Background: an optimization exercise with open tools, aiming at small area. Do not read the settings as production practice.
Where RTL was checked, it was by simulation tests only, not by an equivalence proof against the original.
Power figures rest on the tool's default switching activity, not on a simulated workload.

Setup of run A:
==> module gcnt_next, before the edit <==
module gcnt_next (
    input  [20:0] c,
    input         par,
    input         en,
    input         dn,
    input         zero,
    output [20:0] d,
    output        npar
);
    wire pz, m;
    g_nor2b u_pz (.A(zero), .B_N(par), .Y(pz));
    g_xor2  u_np (.A(en), .B(pz), .X(npar));
    g_xor2  u_m  (.A(dn), .B(pz), .X(m));
    wire [20:0] w;
    wire [19:1] fl;
    g_nand2 u_w0 (.A(en), .B(m), .Y(w[0]));
    genvar i;
    generate
        for (i = 1; i <= 20; i = i + 1) begin : g_bit
            if (i % 2 == 1) begin : g_odd
                g_nor2 u_w (.A(w[i-1]), .B(c[i-1]), .Y(w[i]));
                g_nor2 u_f (.A(w[i-1]), .B(w[i]), .Y(fl[i]));
            end else begin : g_even
                wire f;
                g_nand2 u_f (.A(w[i-1]), .B(c[i-1]), .Y(f));
                g_nand2 u_w (.A(w[i-1]), .B(f), .Y(w[i]));
                if (i < 20) begin : g_f
                    assign fl[i] = f;
                end
            end
            if (i < 20) begin : g_d
                wire nx;   
                if (i % 2 == 1) begin : g_x
                    g_xnor2 u_x (.A(c[i]), .B(fl[i]), .Y(nx));
                end else begin : g_x
                    g_xor2  u_x (.A(c[i]), .B(fl[i]), .X(nx));
                end
                g_nor2 u_d (.A(zero), .B(nx), .Y(d[i]));
            end
        end
    endgenerate
    wire f0, cz0;
    g_nor2b u_f0 (.A(m), .B_N(en), .Y(f0));
    g_nor2b u_c0 (.A(zero), .B_N(c[0]), .Y(cz0));
    g_xor2  u_d0 (.A(cz0), .B(f0), .X(d[0]));
    wire nx20, ns20;
    g_xor2  u_x20 (.A(c[20]), .B(w[20]), .X(nx20));
    g_nand3 u_s20 (.A(zero), .B(en), .C(dn), .Y(ns20));
    g_o21ai u_d20 (.A1(nx20), .A2(zero), .B1(ns20), .Y(d[20]));
endmodule
==> module g_nand3, before the edit <==
module g_nand3 (input A, input B, input C, output Y);
  assign Y = (~A) | (~B) | (~C);
endmodule
Settings: LEC_CHECK=0, ABC_AREA=1, CAP_MARGIN=20, CORE_MARGIN=2, CORE_UTILIZATION=70, SLEW_MARGIN=20, SYNTH_HIERARCHICAL=1, SYNTH_MINIMUM_KEEP_SIZE=0, BUFFER_PORTS_ARGS=-buffer_cell sky130_fd_sc_hd__buf_1, CTS_ARGS=-sink_clustering_enable -repair_clock_nets -dont_use_dummy_load -buf_list sky130_fd_sc_hd__clkbuf_8 -root_buf sky130_fd_sc_hd__clkbuf_8; clock period 160.0 ns.
standard.sh (not shown) runs the stock make flow with config.mk's settings and CLKGATE_MAP_FILE= SYNTH_SCRIPT=/design/flow/synth_recipe.tcl, a recipe that flattens the netlist after the stock synthesis.
==> flow/flow/run.sh <==
#!/bin/bash
# Standard ORFS layout with two changes:
#  - synthesis maps with flow/abc_area.script (area-oriented ABC mapping, no
#    ABC buffering/upsizing); everything else in synthesis is the standard flow's own
#    standard synthesis (synth_recipe.tcl), so registers are unchanged;
#  - no full-adder extraction, buf_1 port buffers and a smaller clock
#    tree (flow/extra.mk).
set -euo pipefail
rm -rf scripts_mod
cp -r "$FLOW_HOME/scripts" scripts_mod
cp flow/abc_area.script scripts_mod/abc_area.script
cat flow/extra.mk >> config.mk
export SCRIPTS_DIR="$PWD/scripts_mod"
bash standard.sh > standard.log 2>&1
==> flow/flow/abc_area.script <==
strash
dch
amap
topo
==> flow/flow/extra.mk <==
# no full-adder extraction: ABC maps all logic
export ADDER_MAP_FILE =
# small buffers on the ports (the standard flow picks clkdlybuf4s50_1)
export BUFFER_PORTS_ARGS = -buffer_cell sky130_fd_sc_hd__buf_1
# smaller clock tree, no dummy loads
export CTS_ARGS = -sink_clustering_enable -repair_clock_nets -dont_use_dummy_load -buf_list sky130_fd_sc_hd__clkbuf_8 -root_buf sky130_fd_sc_hd__clkbuf_8
## Diff of input files: run C against run A
==> flow/design.v, changed modules only <==
module gcnt_next (
    input  [20:0] c,
    input         par,
    input         en,
    input         dn,
    input         zero,
    output [20:0] d,
    output        npar
);
    wire m = par ^ dn;
    wire [20:0] w;
    wire [19:1] fl;
    assign w[0] = en & m;
    genvar i;
    generate
        for (i = 1; i <= 20; i = i + 1) begin : g_bit
            if (i % 2 == 1) begin : g_odd
                g_nand2 u_f (.A(w[i-1]), .B(c[i-1]), .Y(fl[i]));
                g_nand2 u_w (.A(w[i-1]), .B(fl[i]), .Y(w[i]));
            end else begin : g_even
                g_nor2  u_w (.A(w[i-1]), .B(c[i-1]), .Y(w[i]));
                if (i < 20) begin : g_f
                    g_nor2 u_f (.A(w[i-1]), .B(w[i]), .Y(fl[i]));
                end
            end
            if (i < 20) begin : g_d
                wire nx;   
                if (i % 2 == 1) begin : g_x
                    g_xor2  u_x (.A(c[i]), .B(fl[i]), .X(nx));
                end else begin : g_x
                    g_xnor2 u_x (.A(c[i]), .B(fl[i]), .Y(nx));
                end
                g_nor2 u_d (.A(zero), .B(nx), .Y(d[i]));
            end
        end
    endgenerate
    assign d[0]  = zero ? (en & ~dn) : (c[0] ^ (en & ~m));
    assign d[20] = zero ? (en & dn) : (c[20] ^ w[20]);
    assign npar  = zero ? en : (par ^ en);
endmodule
// module g_nand3 removed
Notes after the runs:
Hold violation count in the final report came out exactly the same in run A and run C.
Between run A and run C, the share of the yosys chip area belonging to registers does not differ in any meaningful way.
Count of inverters not on the clock network in the layout came out higher on run C than on run A.
In terms of horizontal die dimension, run A and run C differ only marginally.
On leakage dissipation: between run A and run C, it ends up lower for run C.
Per-cell via count in the routed design, run C vs run A: down slightly
Run C falls short of run A in worst slew margin relative to its limit.
Total length of routed wires delta (run A -> run C): insignificant
The die area was comparable across run A and run C.
For run C, only the layout was checked, not whether the RTL still works.

[static timing again, ports no longer ideal]
In the flow no input, the clock included, has a driving cell. The finished layouts below were timed again as built, in two steps. Step 1 (the two cells are an assumption about what drives the block):
set clk [get_ports {clk}]
set_driving_cell -lib_cell sky130_fd_sc_hd__clkbuf_16 $clk
set_driving_cell -lib_cell sky130_fd_sc_hd__buf_2 [delete_from_list [all_inputs] $clk]
Step 2 moves the port delays by t, midway between the first and last clock arrival at a register: inputs arrive t later, outputs are due t later. That takes back most of the time a late clock gives input paths. Three values: no drivers, after step 1, after step 2; two values: the first two.
run	shift t [ns]	setup slack, ns	latest minus earliest clock arrival (ns)
run A	0.311	121.131 / 121.137 / 120.826	0.025 / 0.025
run C	0.317	121.195 / 121.199 / 120.882	0.017 / 0.017
After both steps every run listed still meets setup and hold. For run C, which loses most, drivers alone change the setup slack by +0.004 ns; drivers and shift together by -0.313 ns.
